What follows belongs to an exercise in optimizing a design on an open flow for small area and a short achievable clock period; a production flow would make more cautious choices. Function was not checked in any run shown here: the RTL went through the layout flow alone. Power and IR drop assume default switching activity.

==> flow/design.v, too long to show whole: its modules and the start of the top module <==
// module mac_first: 42 lines
// module mac_unit: 60 lines
// module pe_array: 1741 lines
module pe_array (
  input wire [3:0] sw_output_1,
  input wire [3:0] sw_output_2,
  input wire [3:0] sw_output_3,
  input wire [3:0] sw_output_4,
  input wire [3:0] sw_output_5,
  input wire [3:0] sw_output_6,
  input wire [3:0] sw_output_7,
  input wire [3:0] sw_output_8,
  input wire [3:0] sw_output_9,
  input wire [3:0] sw_output_10,
  input wire [3:0] sw_output_11,
  input wire [3:0] sw_output_12,
  input wire [3:0] sw_output_13,
  input wire [3:0] sw_output_14,
  input wire [3:0] sw_output_15,
  input wire [3:0] sw_output_16,
  input wire [3:0] sw_output_17,
  input wire [3:0] sw_output_18,
  input wire [3:0] sw_output_19,
  input wire [3:0] sw_output_20,
  input wire [3:0] sw_output_21,
  input wire [3:0] sw_output_22,
  input wire [3:0] sw_output_23,
  input wire [3:0] sw_output_24,
  input wire [3:0] sw_output_25,
  input wire [3:0] sw_output_26,
  input wire [3:0] sw_output_27,
  input wire [3:0] sw_output_28,
  input wire [3:0] sw_output_29,
  input wire [3:0] sw_output_30,
  input wire [3:0] sw_output_31,
  input wire [3:0] sw_output_32,
  input wire [3:0] sw_output_33,
  input wire [3:0] sw_output_34,
  input wire [3:0] sw_output_35,
  input wire [3:0] sw_output_36,
  input wire [3:0] sw_output_37,
  input wire [3:0] sw_output_38,
  input wire [3:0] sw_output_39,
  input wire [3:0] sw_output_40,
  input wire [3:0] sw_output_41,
  input wire [3:0] sw_output_42,
  input wire [3:0] sw_output_43,
  input wire [3:0] sw_output_44,
  input wire [3:0] sw_output_45,
  // ...
==> flow/flow/run.sh <==
#!/bin/bash
# Standard layout, with plain buffers (instead of delay cells) on the ports.
set -euo pipefail
bash standard.sh "BUFFER_PORTS_ARGS=-buffer_cell sky130_fd_sc_hd__buf_2" finish > standard_flow.log 2>&1
==> flow/standard.sh <==
#!/bin/bash
# synth_recipe.tcl (not shown) runs the flow's synth.tcl, then flattens the netlist and writes it again
# the make line also repeats each setting of config.mk as NAME=value (left out here)
make -C /OpenROAD-flow-scripts/flow DESIGN_CONFIG=/design/flow/config.mk WORK_HOME=/design/flow/orfs CLKGATE_MAP_FILE= SYNTH_SCRIPT=/design/flow/synth_recipe.tcl "${@:-finish}"
==> flow/config.mk <==
export PLATFORM = sky130hd
export DESIGN_NAME = pe_array
export DESIGN_NICKNAME = pe_array
export VERILOG_FILES = /design/flow/design.v
export SDC_FILE = /design/flow/constraint.sdc
export NUM_CORES = 4
export LEC_CHECK = 0
export CAP_MARGIN = 20
export CORE_MARGIN = 2
export CORE_UTILIZATION = 60
export SLEW_MARGIN = 20
==> flow/constraint.sdc <==
create_clock -name core_clock -period 4.5 [get_ports {clk}]
set_input_delay 0.9000 -clock core_clock [delete_from_list [all_inputs] [get_ports {clk}]]
set_output_delay 0.9000 -clock core_clock [all_outputs]
set_load 0.01 [all_outputs]
==> results.yml, run 1 <==
outcome:
  status: "complete, no violations"
synthesis:
  synth-simple-area-share_pct: 15.2
  ys_ff_latch: 1739
  synth_top_cell_by_area: "dfxtp_1"
  netlist_instances: 6894
  synthAdderAreaFrac_pct: 35.9
  yosysWarningCount: 1
drt:
  num_vias: 46500
  drt_iter0_markers: 1574
  wl_met3_microns: 11800
  wl_met1_microns: 67100
worst_setup_path:
  worstReg2RegStart: "reset_dd"
  crit_chain: "nor2_4 -> buf_12 -> clkbuf_16 -> bufbuf_16 -> and2_1 -> ha_1 -> fa_2 -> fa_1 -> inv_1 -> fa_1 -> inv_1 -> fa_2 -> fa_2 -> fa_2 -> fa_2"
  path_max_fanout: 25
  critPathSlowestCell: "fa_2"
placed_design:
  post-place-ws_ns: -0.274
  dpl_cell_area_sq_um: 89700
  place_hpwl_microns: 131000
power:
  power.total_mw: 42.7
  ir_worst_vdd_mv: 0.299
  leakage_nw: 48.0
  p_clk_share_pct: 35.1
sta:
  relSlewSlack_pct: 58.2
  timing.final.max_slew_violations: 0
  finalCritPeriodShare_pct: 98.4
  fmax_mhz: 226
  fin_worst_skew_ns: 0.0270
  post-route-min-period_ns: 4.43
worst_hold_path:
  hold_path_class: "in -> reg"
  min_path_cells: 1
grt:
  grt.overflow.total: 0
  grt_pass1_wl_microns: 259000
clock_network:
  clock_latency_ns: 0.80
layout:
  stdcell_area_sq_um: 96800
  seq_cell_count: 1739
  seq_share_pct: 36.0
  comb.multi_input.count: 3937
  drive_gt1_share_pct: 18.6
die:
  die_w_microns: 373
  ios: 759
==> module mac_first, before the edit <==
module mac_first (
  input  wire [3:0] w,
  input  wire [3:0] i,
  output wire [7:0] lo,
  output wire [0:0] cd,
  output wire c8
);
wire [15:0] pp;
genvar x, y;
generate for (x = 0; x < 4; x = x + 1) begin : gx
  for (y = 0; y < 4; y = y + 1) begin : gy
    assign pp[4*x+y] = w[x] & i[y];
  end
end endgenerate
wire t1 = pp[3] ^ pp[6];
wire t2 = pp[3] & pp[6];
wire t3 = pp[7] ^ pp[10];
wire t4 = pp[7] & pp[10];
wire t5 = pp[2] ^ pp[5];
wire t6 = pp[2] & pp[5];
wire t7 = pp[9] ^ pp[12] ^ t1;
wire t8 = (pp[9] & pp[12]) | (pp[9] & t1) | (pp[12] & t1);
wire t9 = pp[13] ^ t3 ^ t2;
wire t10 = (pp[13] & t3) | (pp[13] & t2) | (t3 & t2);
wire t11 = pp[11] ^ pp[14] ^ t4;
wire t12 = (pp[11] & pp[14]) | (pp[11] & t4) | (pp[14] & t4);
wire t13 = pp[1] ^ pp[4];
wire t14 = pp[1] & pp[4];
wire t15 = pp[8] ^ t5 ^ t14;
wire t16 = (pp[8] & t5) | (pp[8] & t14) | (t5 & t14);
wire t17 = t7 ^ t6 ^ t16;
wire t18 = (t7 & t6) | (t7 & t16) | (t6 & t16);
wire t19 = t9 ^ t8 ^ t18;
wire t20 = (t9 & t8) | (t9 & t18) | (t8 & t18);
wire t21 = t11 ^ t10 ^ t20;
wire t22 = (t11 & t10) | (t11 & t20) | (t10 & t20);
wire t23 = pp[15] ^ t12 ^ t22;
wire t24 = (pp[15] & t12) | (pp[15] & t22) | (t12 & t22);
assign lo = {t24, t23, t21, t19, t17, t15, t13, pp[0]};
assign cd = 1'b0;
assign c8 = 1'b0;
endmodule
==> module mac_unit, before the edit <==
module mac_unit (
  input  wire [3:0] w,
  input  wire [3:0] i,
  input  wire [7:0] psum,
  input  wire [0:0] cin,
  output wire [7:0] lo,
  output wire [0:0] cd,
  output wire c8
);
wire [15:0] pp;
genvar x, y;
generate for (x = 0; x < 4; x = x + 1) begin : gx
  for (y = 0; y < 4; y = y + 1) begin : gy
    assign pp[4*x+y] = w[x] & i[y];
  end
end endgenerate
wire t1 = pp[3] ^ pp[6];
wire t2 = pp[3] & pp[6];
wire t3 = pp[7] ^ pp[10];
wire t4 = pp[7] & pp[10];
wire t5 = pp[2] ^ pp[5];
wire t6 = pp[2] & pp[5];
wire t7 = pp[9] ^ pp[12] ^ psum[3];
wire t8 = (pp[9] & pp[12]) | (pp[9] & psum[3]) | (pp[12] & psum[3]);
wire t9 = pp[13] ^ psum[4] ^ t3;
wire t10 = (pp[13] & psum[4]) | (pp[13] & t3) | (psum[4] & t3);
wire t11 = pp[11] ^ pp[14] ^ psum[5];
wire t12 = (pp[11] & pp[14]) | (pp[11] & psum[5]) | (pp[14] & psum[5]);
wire t13 = pp[1] ^ pp[4];
wire t14 = pp[1] & pp[4];
wire t15 = pp[8] ^ psum[2] ^ t5;
wire t16 = (pp[8] & psum[2]) | (pp[8] & t5) | (psum[2] & t5);
wire t17 = t1 ^ t7 ^ t6;
wire t18 = (t1 & t7) | (t1 & t6) | (t7 & t6);
wire t19 = t2 ^ t9 ^ t8;
wire t20 = (t2 & t9) | (t2 & t8) | (t9 & t8);
wire t21 = t4 ^ t11 ^ t10;
wire t22 = (t4 & t11) | (t4 & t10) | (t11 & t10);
wire t23 = pp[15] ^ psum[6] ^ t12;
wire t24 = (pp[15] & psum[6]) | (pp[15] & t12) | (psum[6] & t12);
wire t25 = pp[0] ^ psum[0];
wire t26 = pp[0] & psum[0];
wire t27 = psum[1] ^ t13 ^ t26;
wire t28 = (psum[1] & t13) | (psum[1] & t26) | (t13 & t26);
wire t29 = t15 ^ t14 ^ t28;
wire t30 = (t15 & t14) | (t15 & t28) | (t14 & t28);
wire t31 = t17 ^ t16 ^ t30;
wire t32 = (t17 & t16) | (t17 & t30) | (t16 & t30);
wire t33 = t19 ^ t18 ^ t32;
wire t34 = (t19 & t18) | (t19 & t32) | (t18 & t32);
wire t35 = t21 ^ t20 ^ t34;
wire t36 = (t21 & t20) | (t21 & t34) | (t20 & t34);
wire t37 = t23 ^ t22 ^ t36;
wire t38 = (t23 & t22) | (t23 & t36) | (t22 & t36);
wire t39 = psum[7] ^ t24 ^ t38;
wire t40 = (psum[7] & t24) | (psum[7] & t38) | (t24 & t38);
assign lo = {t39, t37, t35, t33, t31, t29, t27, t25};
assign cd = 1'b0;
assign c8 = t40;
endmodule
==> run 2: changes to the inputs <==
--- a/flow/design.v
+++ b/flow/design.v
@@ -21,28 +21,43 @@
 wire t7 = pp[9] ^ pp[12] ^ t1;
 wire t8 = (pp[9] & pp[12]) | (pp[9] & t1) | (pp[12] & t1);
 wire t9 = pp[13] ^ t3 ^ t2;
 wire t10 = (pp[13] & t3) | (pp[13] & t2) | (t3 & t2);
 wire t11 = pp[11] ^ pp[14] ^ t4;
 wire t12 = (pp[11] & pp[14]) | (pp[11] & t4) | (pp[14] & t4);
 wire t13 = pp[1] ^ pp[4];
 wire t14 = pp[1] & pp[4];
-wire t15 = pp[8] ^ t5 ^ t14;
-wire t16 = (pp[8] & t5) | (pp[8] & t14) | (t5 & t14);
-wire t17 = t7 ^ t6 ^ t16;
-wire t18 = (t7 & t6) | (t7 & t16) | (t6 & t16);
-wire t19 = t9 ^ t8 ^ t18;
-wire t20 = (t9 & t8) | (t9 & t18) | (t8 & t18);
-wire t21 = t11 ^ t10 ^ t20;
-wire t22 = (t11 & t10) | (t11 & t20) | (t10 & t20);
-wire t23 = pp[15] ^ t12 ^ t22;
-wire t24 = (pp[15] & t12) | (pp[15] & t22) | (t12 & t22);
-assign lo = {t24, t23, t21, t19, t17, t15, t13, pp[0]};
-assign cd = 1'b0;
+wire t15 = pp[8] ^ t5;
+wire t16 = pp[8] & t5;
+wire t17 = t7 ^ t6;
+wire t18 = t7 & t6;
+wire t19 = t13 & pp[0];
+wire t20 = t18 | (t17 & t16);
+wire t21 = t17 & t15;
+wire t22 = t16 | (t15 & t14);
+wire t23 = t15 & t19;
+wire t24 = t20 | (t21 & t14);
+wire t25 = t21 & t19;
+wire t26 = t15 ^ t14;
+wire t27 = t17 ^ t22;
+wire t28 = t9 ^ t8;
+wire t29 = t9 & t8;
+wire t30 = t11 ^ t10;
+wire t31 = t11 & t10;
+wire t32 = pp[15] ^ t12;
+wire t33 = pp[15] & t12;
+wire t34 = t31 | (t30 & t29);
+wire t35 = t30 & t28;
+wire t36 = t33 | (t32 & t34);
+wire t37 = t32 & t35;
+wire t38 = t30 ^ t29;
+wire t39 = t32 ^ t34;
+assign lo = {t36, t39, t38, t28, t27, t26, t13, pp[0]};
+assign cd = {t24};
 assign c8 = 1'b0;
 endmodule
 module mac_unit (
   input  wire [3:0] w,
   input  wire [3:0] i,
   input  wire [7:0] psum,
   input  wire [0:0] cin,
   output wire [7:0] lo,
@@ -53,57 +68,79 @@
 genvar x, y;
 generate for (x = 0; x < 4; x = x + 1) begin : gx
   for (y = 0; y < 4; y = y + 1) begin : gy
     assign pp[4*x+y] = w[x] & i[y];
   end
 end endgenerate
 wire t1 = pp[3] ^ pp[6];
 wire t2 = pp[3] & pp[6];
-wire t3 = pp[7] ^ pp[10];
-wire t4 = pp[7] & pp[10];
+wire t3 = pp[7] ^ pp[10] ^ pp[13];
+wire t4 = (pp[7] & pp[10]) | (pp[7] & pp[13]) | (pp[10] & pp[13]);
 wire t5 = pp[2] ^ pp[5];
 wire t6 = pp[2] & pp[5];
 wire t7 = pp[9] ^ pp[12] ^ psum[3];
 wire t8 = (pp[9] & pp[12]) | (pp[9] & psum[3]) | (pp[12] & psum[3]);
-wire t9 = pp[13] ^ psum[4] ^ t3;
-wire t10 = (pp[13] & psum[4]) | (pp[13] & t3) | (psum[4] & t3);
+wire t9 = psum[4] ^ cin[0] ^ t3;
+wire t10 = (psum[4] & cin[0]) | (psum[4] & t3) | (cin[0] & t3);
 wire t11 = pp[11] ^ pp[14] ^ psum[5];
 wire t12 = (pp[11] & pp[14]) | (pp[11] & psum[5]) | (pp[14] & psum[5]);
 wire t13 = pp[1] ^ pp[4];
 wire t14 = pp[1] & pp[4];
 wire t15 = pp[8] ^ psum[2] ^ t5;
 wire t16 = (pp[8] & psum[2]) | (pp[8] & t5) | (psum[2] & t5);
 wire t17 = t1 ^ t7 ^ t6;
 wire t18 = (t1 & t7) | (t1 & t6) | (t7 & t6);
 wire t19 = t2 ^ t9 ^ t8;
 wire t20 = (t2 & t9) | (t2 & t8) | (t9 & t8);
 wire t21 = t4 ^ t11 ^ t10;
 wire t22 = (t4 & t11) | (t4 & t10) | (t11 & t10);
 wire t23 = pp[15] ^ psum[6] ^ t12;
 wire t24 = (pp[15] & psum[6]) | (pp[15] & t12) | (psum[6] & t12);
 wire t25 = pp[0] ^ psum[0];
 wire t26 = pp[0] & psum[0];
-wire t27 = psum[1] ^ t13 ^ t26;
-wire t28 = (psum[1] & t13) | (psum[1] & t26) | (t13 & t26);
-wire t29 = t15 ^ t14 ^ t28;
-wire t30 = (t15 & t14) | (t15 & t28) | (t14 & t28);
-wire t31 = t17 ^ t16 ^ t30;
-wire t32 = (t17 & t16) | (t17 & t30) | (t16 & t30);
-wire t33 = t19 ^ t18 ^ t32;
-wire t34 = (t19 & t18) | (t19 & t32) | (t18 & t32);
-wire t35 = t21 ^ t20 ^ t34;
-wire t36 = (t21 & t20) | (t21 & t34) | (t20 & t34);
-wire t37 = t23 ^ t22 ^ t36;
-wire t38 = (t23 & t22) | (t23 & t36) | (t22 & t36);
-wire t39 = psum[7] ^ t24 ^ t38;
-wire t40 = (psum[7] & t24) | (psum[7] & t38) | (t24 & t38);
-assign lo = {t39, t37, t35, t33, t31, t29, t27, t25};
-assign cd = 1'b0;
-assign c8 = t40;
+wire t27 = psum[1] ^ t13;
+wire t28 = psum[1] & t13;
+wire t29 = t15 ^ t14;
+wire t30 = t15 & t14;
+wire t31 = t17 ^ t16;
+wire t32 = t17 & t16;
+wire t33 = t28 | (t27 & t26);
+wire t34 = t27 & t25;
+wire t35 = t32 | (t31 & t30);
+wire t36 = t31 & t29;
+wire t37 = t30 | (t29 & t33);
+wire t38 = t29 & t34;
+wire t39 = t35 | (t36 & t33);
+wire t40 = t36 & t34;
+wire t41 = t27 ^ t26;
+wire t42 = t29 ^ t33;
+wire t43 = t31 ^ t37;
+wire t44 = t19 ^ t18;
+wire t45 = t19 & t18;
+wire t46 = t21 ^ t20;
+wire t47 = t21 & t20;
+wire t48 = t23 ^ t22;
+wire t49 = t23 & t22;
+wire t50 = psum[7] ^ t24;
+wire t51 = psum[7] & t24;
+wire t52 = t47 | (t46 & t45);
+wire t53 = t46 & t44;
+wire t54 = t51 | (t50 & t49);
+wire t55 = t50 & t48;
+wire t56 = t49 | (t48 & t52);
+wire t57 = t48 & t53;
+wire t58 = t54 | (t55 & t52);
+wire t59 = t55 & t53;
+wire t60 = t46 ^ t45;
+wire t61 = t48 ^ t52;
+wire t62 = t50 ^ t56;
+assign lo = {t62, t61, t60, t44, t43, t42, t41, t25};
+assign cd = {t39};
+assign c8 = t58;
 endmodule
 module pe_array (
   input wire [3:0] sw_output_1,
   input wire [3:0] sw_output_2,
   input wire [3:0] sw_output_3,
   input wire [3:0] sw_output_4,
   input wire [3:0] sw_output_5,
   input wire [3:0] sw_output_6,
@@ -449,17 +486,17 @@
   dc8_0_8 <= sc8_0_8;
 end
 reg [2:0] sh_0_8, dh_0_8;
 always @(posedge clk) begin
   sh_0_8 <= (dh_0_7 + dc8_0_7) & {3{keep}};
   dh_0_8 <= sh_0_8;
 end
 reg [10:0] o_0;
-always @(posedge clk) o_0 <= oclr ? 11'd0 : {sh_0_8, s_0_8} + {sc8_0_8, 8'd0};
+always @(posedge clk) o_0 <= oclr ? 11'd0 : {sh_0_8, s_0_8} + {sc8_0_8, 8'd0} + (scd_0_8[0] << 4);
 assign final_output_1 = {1'b0, o_0 & {11{pe_array_enable}}};
 wire [7:0] lo_1_0;
 wire [0:0] cd_1_0;
 wire c8_1_0;
 mac_first pe_1_0 (.w(sw_output_10), .i(sw_output_91), .lo(lo_1_0), .cd(cd_1_0), .c8(c8_1_0));
 reg [7:0] s_1_0, d_1_0;
 reg [0:0] scd_1_0, dcd_1_0;
 reg sc8_1_0, dc8_1_0;
@@ -622,17 +659,17 @@
   dc8_1_8 <= sc8_1_8;
 end
 reg [2:0] sh_1_8, dh_1_8;
 always @(posedge clk) begin
   sh_1_8 <= (dh_1_7 + dc8_1_7) & {3{keep}};
   dh_1_8 <= sh_1_8;
 end
 reg [10:0] o_1;
-always @(posedge clk) o_1 <= oclr ? 11'd0 : {sh_1_8, s_1_8} + {sc8_1_8, 8'd0};
+always @(posedge clk) o_1 <= oclr ? 11'd0 : {sh_1_8, s_1_8} + {sc8_1_8, 8'd0} + (scd_1_8[0] << 4);
 assign final_output_2 = {1'b0, o_1 & {11{pe_array_enable}}};
 wire [7:0] lo_2_0;
 wire [0:0] cd_2_0;
 wire c8_2_0;
 mac_first pe_2_0 (.w(sw_output_19), .i(sw_output_100), .lo(lo_2_0), .cd(cd_2_0), .c8(c8_2_0));
 reg [7:0] s_2_0, d_2_0;
 reg [0:0] scd_2_0, dcd_2_0;
 reg sc8_2_0, dc8_2_0;
@@ -795,17 +832,17 @@
   dc8_2_8 <= sc8_2_8;
 end
 reg [2:0] sh_2_8, dh_2_8;
 always @(posedge clk) begin
   sh_2_8 <= (dh_2_7 + dc8_2_7) & {3{keep}};
   dh_2_8 <= sh_2_8;
 end
 reg [10:0] o_2;
-always @(posedge clk) o_2 <= oclr ? 11'd0 : {sh_2_8, s_2_8} + {sc8_2_8, 8'd0};
+always @(posedge clk) o_2 <= oclr ? 11'd0 : {sh_2_8, s_2_8} + {sc8_2_8, 8'd0} + (scd_2_8[0] << 4);
 assign final_output_3 = {1'b0, o_2 & {11{pe_array_enable}}};
 wire [7:0] lo_3_0;
 wire [0:0] cd_3_0;
 wire c8_3_0;
 mac_first pe_3_0 (.w(sw_output_28), .i(sw_output_109), .lo(lo_3_0), .cd(cd_3_0), .c8(c8_3_0));
 reg [7:0] s_3_0, d_3_0;
 reg [0:0] scd_3_0, dcd_3_0;
 reg sc8_3_0, dc8_3_0;
@@ -968,17 +1005,17 @@
   dc8_3_8 <= sc8_3_8;
 end
 reg [2:0] sh_3_8, dh_3_8;
 always @(posedge clk) begin
   sh_3_8 <= (dh_3_7 + dc8_3_7) & {3{keep}};
   dh_3_8 <= sh_3_8;
 end
 reg [10:0] o_3;
-always @(posedge clk) o_3 <= oclr ? 11'd0 : {sh_3_8, s_3_8} + {sc8_3_8, 8'd0};
+always @(posedge clk) o_3 <= oclr ? 11'd0 : {sh_3_8, s_3_8} + {sc8_3_8, 8'd0} + (scd_3_8[0] << 4);
 assign final_output_4 = {1'b0, o_3 & {11{pe_array_enable}}};
 wire [7:0] lo_4_0;
 wire [0:0] cd_4_0;
 wire c8_4_0;
 mac_first pe_4_0 (.w(sw_output_37), .i(sw_output_118), .lo(lo_4_0), .cd(cd_4_0), .c8(c8_4_0));
 reg [7:0] s_4_0, d_4_0;
 reg [0:0] scd_4_0, dcd_4_0;
 reg sc8_4_0, dc8_4_0;
@@ -1141,17 +1178,17 @@
   dc8_4_8 <= sc8_4_8;
 end
 reg [2:0] sh_4_8, dh_4_8;
 always @(posedge clk) begin
   sh_4_8 <= (dh_4_7 + dc8_4_7) & {3{keep}};
   dh_4_8 <= sh_4_8;
 end
 reg [10:0] o_4;
-always @(posedge clk) o_4 <= oclr ? 11'd0 : {sh_4_8, s_4_8} + {sc8_4_8, 8'd0};
+always @(posedge clk) o_4 <= oclr ? 11'd0 : {sh_4_8, s_4_8} + {sc8_4_8, 8'd0} + (scd_4_8[0] << 4);
 assign final_output_5 = {1'b0, o_4 & {11{pe_array_enable}}};
 wire [7:0] lo_5_0;
 wire [0:0] cd_5_0;
 wire c8_5_0;
 mac_first pe_5_0 (.w(sw_output_46), .i(sw_output_127), .lo(lo_5_0), .cd(cd_5_0), .c8(c8_5_0));
 reg [7:0] s_5_0, d_5_0;
 reg [0:0] scd_5_0, dcd_5_0;
 reg sc8_5_0, dc8_5_0;
@@ -1314,17 +1351,17 @@
   dc8_5_8 <= sc8_5_8;
 end
 reg [2:0] sh_5_8, dh_5_8;
 always @(posedge clk) begin
   sh_5_8 <= (dh_5_7 + dc8_5_7) & {3{keep}};
   dh_5_8 <= sh_5_8;
 end
 reg [10:0] o_5;
-always @(posedge clk) o_5 <= oclr ? 11'd0 : {sh_5_8, s_5_8} + {sc8_5_8, 8'd0};
+always @(posedge clk) o_5 <= oclr ? 11'd0 : {sh_5_8, s_5_8} + {sc8_5_8, 8'd0} + (scd_5_8[0] << 4);
 assign final_output_6 = {1'b0, o_5 & {11{pe_array_enable}}};
 wire [7:0] lo_6_0;
 wire [0:0] cd_6_0;
 wire c8_6_0;
 mac_first pe_6_0 (.w(sw_output_55), .i(sw_output_136), .lo(lo_6_0), .cd(cd_6_0), .c8(c8_6_0));
 reg [7:0] s_6_0, d_6_0;
 reg [0:0] scd_6_0, dcd_6_0;
 reg sc8_6_0, dc8_6_0;
@@ -1487,17 +1524,17 @@
   dc8_6_8 <= sc8_6_8;
 end
 reg [2:0] sh_6_8, dh_6_8;
 always @(posedge clk) begin
   sh_6_8 <= (dh_6_7 + dc8_6_7) & {3{keep}};
   dh_6_8 <= sh_6_8;
 end
 reg [10:0] o_6;
-always @(posedge clk) o_6 <= oclr ? 11'd0 : {sh_6_8, s_6_8} + {sc8_6_8, 8'd0};
+always @(posedge clk) o_6 <= oclr ? 11'd0 : {sh_6_8, s_6_8} + {sc8_6_8, 8'd0} + (scd_6_8[0] << 4);
 assign final_output_7 = {1'b0, o_6 & {11{pe_array_enable}}};
 wire [7:0] lo_7_0;
 wire [0:0] cd_7_0;
 wire c8_7_0;
 mac_first pe_7_0 (.w(sw_output_64), .i(sw_output_145), .lo(lo_7_0), .cd(cd_7_0), .c8(c8_7_0));
 reg [7:0] s_7_0, d_7_0;
 reg [0:0] scd_7_0, dcd_7_0;
 reg sc8_7_0, dc8_7_0;
@@ -1660,17 +1697,17 @@
   dc8_7_8 <= sc8_7_8;
 end
 reg [2:0] sh_7_8, dh_7_8;
 always @(posedge clk) begin
   sh_7_8 <= (dh_7_7 + dc8_7_7) & {3{keep}};
   dh_7_8 <= sh_7_8;
 end
 reg [10:0] o_7;
-always @(posedge clk) o_7 <= oclr ? 11'd0 : {sh_7_8, s_7_8} + {sc8_7_8, 8'd0};
+always @(posedge clk) o_7 <= oclr ? 11'd0 : {sh_7_8, s_7_8} + {sc8_7_8, 8'd0} + (scd_7_8[0] << 4);
 assign final_output_8 = {1'b0, o_7 & {11{pe_array_enable}}};
 wire [7:0] lo_8_0;
 wire [0:0] cd_8_0;
 wire c8_8_0;
 mac_first pe_8_0 (.w(sw_output_73), .i(sw_output_154), .lo(lo_8_0), .cd(cd_8_0), .c8(c8_8_0));
 reg [7:0] s_8_0, d_8_0;
 reg [0:0] scd_8_0, dcd_8_0;
 reg sc8_8_0, dc8_8_0;
@@ -1833,11 +1870,11 @@
   dc8_8_8 <= sc8_8_8;
 end
 reg [2:0] sh_8_8, dh_8_8;
 always @(posedge clk) begin
   sh_8_8 <= (dh_8_7 + dc8_8_7) & {3{keep}};
   dh_8_8 <= sh_8_8;
 end
 reg [10:0] o_8;
-always @(posedge clk) o_8 <= oclr ? 11'd0 : {sh_8_8, s_8_8} + {sc8_8_8, 8'd0};
+always @(posedge clk) o_8 <= oclr ? 11'd0 : {sh_8_8, s_8_8} + {sc8_8_8, 8'd0} + (scd_8_8[0] << 4);
 assign final_output_9 = {1'b0, o_8 & {11{pe_array_enable}}};
 endmodule
==> run 2 against run 1 <==
Via count grew 15%; synthesized cell count is 18% higher; sequential power rose by 7%; sequential cell count increased by 153.
==> results.yml, run 2 <==
clock_network:
  htree_levels: 4
  clock_latency_ns: 0.81
  cts_made_buffers: 194
  root_buffer: "clkbuf_16"
  cts_setup_buffers: 0
  clock_path_buffers: 3
  postCtsResizedCells: 0
  hold_buffers: 0
  cts_tree: "done"
  numClockSinks: 1892
  clkTransAtPathRegs_ns: 0.06
sta:
  tightest_slew_ns: 0.893
  tns_ns: 0
  fin_worst_skew_ns: 0.0463
  hold_viol: 0
  rsz0062_at_grt: "no"
  finalCritPeriodShare_pct: 83.0
  relSlewSlack_pct: 40.5
  timing.final.max_slew_violations: 0
  fmax_mhz: 268
  setup_viol: 0
  post-route-min-period_ns: 3.74
layout:
  drive_gt1_share_pct: 12.2
  nNetsFinal: 11500
  final_util_pct: 68.8
  layout_commonest_cell: "dfxtp_1"
  mostFrequentLayoutCells: "dfxtp_1 (1,892), and2_1 (1,620), inv_1 (1,332)"
  syn_to_final_growth_pct: 14.2
worst_setup_path:
  endpoint: "s_8_4[6]"
  rrSetupSlack_ns: 0.76
  reg2regPathDepth: 12
  cp-start-kind: "flop"
  setup.worst_path.start: "reset_d"
  path_max_fanout: 63
  r2r-end: "s_8_4[6]"
  required_ns: 5.25
  crit_type: "reg -> reg"
  arrival_ns: 4.48
  worstReg2RegStart: "reset_d"
  critPathCaptureType: "flop"
placed_design:
  port_buffers: 749
  place_hpwl_microns: 144000
  gp_congestion: 0.942
synthesis:
  synth_top_cell_by_area: "dfxtp_1"
  synthArstFlopShare_pct: 0
  ys_types: 31
  syn_avg_cell_area_sq_um: 11.2
  yosysWarningCount: 1
  synth_area_sq_um: 91400
  synth_edf_count: 0
  ys_seq_area_share_pct: 41.4
  yosysTopAreaCellShare_pct: 41.4
  synth_ff_type: "dfxtp_1"
  synth_area_leaders: "dfxtp_1 (41%), fa_1 (22%), ha_1 (11%), and2_1 (11%), inv_1 (5.5%)"
  ys_ff_latch: 1892
  netlist_instances: 8128
  synth_common_cells: "dfxtp_1 (1,892), and2_1 (1,620), inv_1 (1,332)"
  yosysMostFrequentCell: "dfxtp_1"
drt:
  antenna_left: 0
  drtPass1Iterations: 5
  drt_iter0_markers: 1939
  num_vias: 53300
  drc: 0
  wire_per_inst_microns: 15.8
  viasPerCell: 4.74
  routed_wl_microns: 178000
die:
  die_h_microns: 394
  start_util_pct: 60.3
  ios: 759
  die-area_sq_um: 156000
  num_rows: 143
  die_w_microns: 394
  core_area_sq_um: 152000
grt:
  grt.overflow.total: 0
  met2_usage_pct: 40.4
  grt_pass1_vias: 57000
  grt_max_degree: 103
  grt-busiest-layer: "met2"
  use_met3_pct: 6.03
  grt_use_met1_pct: 28.6
  track_usage_pct: 23.7
  antenna_found_initial: 136
  grt_pass1_wl_microns: 292000
worst_hold_path:
  min_path_cells: 0
  hold_path_class: "reg -> reg"
power:
  ir_worst_vdd_mv: 0.415
  leakage_nw: 52.1
  powerDensity_nw_per_um2: 452
job:
  cap_violations: 0
outcome:
  status: "complete, no violations"
## run 2: changes by cell type after synthesis, sizes merged, moves of 76 or more
cell	change
inv	+216
a21o	+162
xnor2	+153
ha	+324
o21ai	+76
dfxtp	+153
fa	-162
## run 2: power by group
part | internal (mW) | total (mW) | switching (mW)
Combinational | 3.90 | 8.37 | 4.47
Sequential | 20.9 | 21.9 | 0.977
Clock | 10.3 | 16.9 | 6.67
## run 2: layer usage
layer	wire length, microns	vias to the layer above
met4	7380	90
met3	11100	452
li1	-	26200
met2	86500	996
met1	72500	25600
met5	567	-
## run 2: final cells by class
cell class | instances | area (sq um)
inverters | 1332 | 5000
clock inverters | 100 | 1410
diodes | 69 | 173
multi-input cells | 4792 | 47800
fillers | 11800 | 47300
flip-flops and latches | 1892 | 37900
well taps | 2030 | 2540
repair buffers | 772 | 4070
clock buffers | 261 | 5540
## run 2: worst min-delay path by stage
| stage | slack (ns) | start | endpoint |
|---|---|---|---|
| 2_1_floorplan | 0.31 | s_0_0[0] | d_0_0[0] |
| 3_3_place_gp | 0.31 | sh_7_6[2] | dh_7_6[2] |
| 3_5_place_dp | 0.31 | s_0_3[0] | d_0_3[0] |
| 4_1_cts | 0.27 | sw_output_145[0] | s_7_0[0] |
| 5_1_grt | 0.30 | sw_output_1[0] | s_0_0[0] |
| 6_report | 0.30 | s_3_1[5] | d_3_1[5] |
## run 2: worst max-delay path, cell delays in order (launching register included)
cell and delay [ns]:
dfxtp_1 0.33, nor2_4 0.27, buf_12 0.29, buf_4 0.34, nand2_1 0.13, fa_1 0.51, fa_1 0.54, inv_1 0.05
ha_1 0.20, fa_1 0.39, inv_1 0.08, fa_1 0.43, inv_1 0.08
## run 2: stage by stage
stage	area, sq um	hold WS (ns)	total power [mW]	std cells	setup WS, ns
2_1_floorplan	91500	0.310	28.1	8136	0.811
4_1_cts	104000	0.268	47.9	11200	0.755
5_1_grt	104000	0.296	50.3	11200	0.528
6_report	104000	0.303	47.2	11200	0.765
3_3_place_gp	97300	0.309	30.3	10800	0.447
3_5_place_dp	97300	0.312	30.8	10800	0.424
## run 2: cells by family (layout without fill, tap and decap cells)
kind of cell,Yosys count,in the layout,share of synthesized area [%]
other cells,1,78,0.00410
fa+ha+maj,1818,1818,33.0
buf+inv,1452,2465,6.36
xor+xnor,216,216,2.07
compound gates,270,270,2.00
mux,9,9,0.0985
simple gates,2470,2470,15.0
flops,1892,1892,41.4

## afterwards: timing with drivers on the ports
Ports are ideal in the flow. The routed layouts listed here were re-timed in OpenROAD. Step 1, drivers: a clkbuf_16 drives clk and a buf_2 each remaining input, both assumed. Step 2 also shifts input and output timing later by t, the mid clock arrival at the registers, as if the neighbouring blocks saw the same clock. Three values: no drivers, after step 1, after step 2; two values: the first two.
run	t (ns)	setup WS [ns]	hold WS [ns]
run 1	0.869	0.071 / 0.071 / -0.243	0.277 / 0.275 / 0.310
run 2	0.869	0.765 / 0.765 / 0.394	0.303 / 0.275 / 0.303
Met with ideal ports but missed after step 2: setup timing in run 1. The setup slack of run 2, which loses most, moves by 0.000 ns with the drivers and by -0.371 ns with both steps.
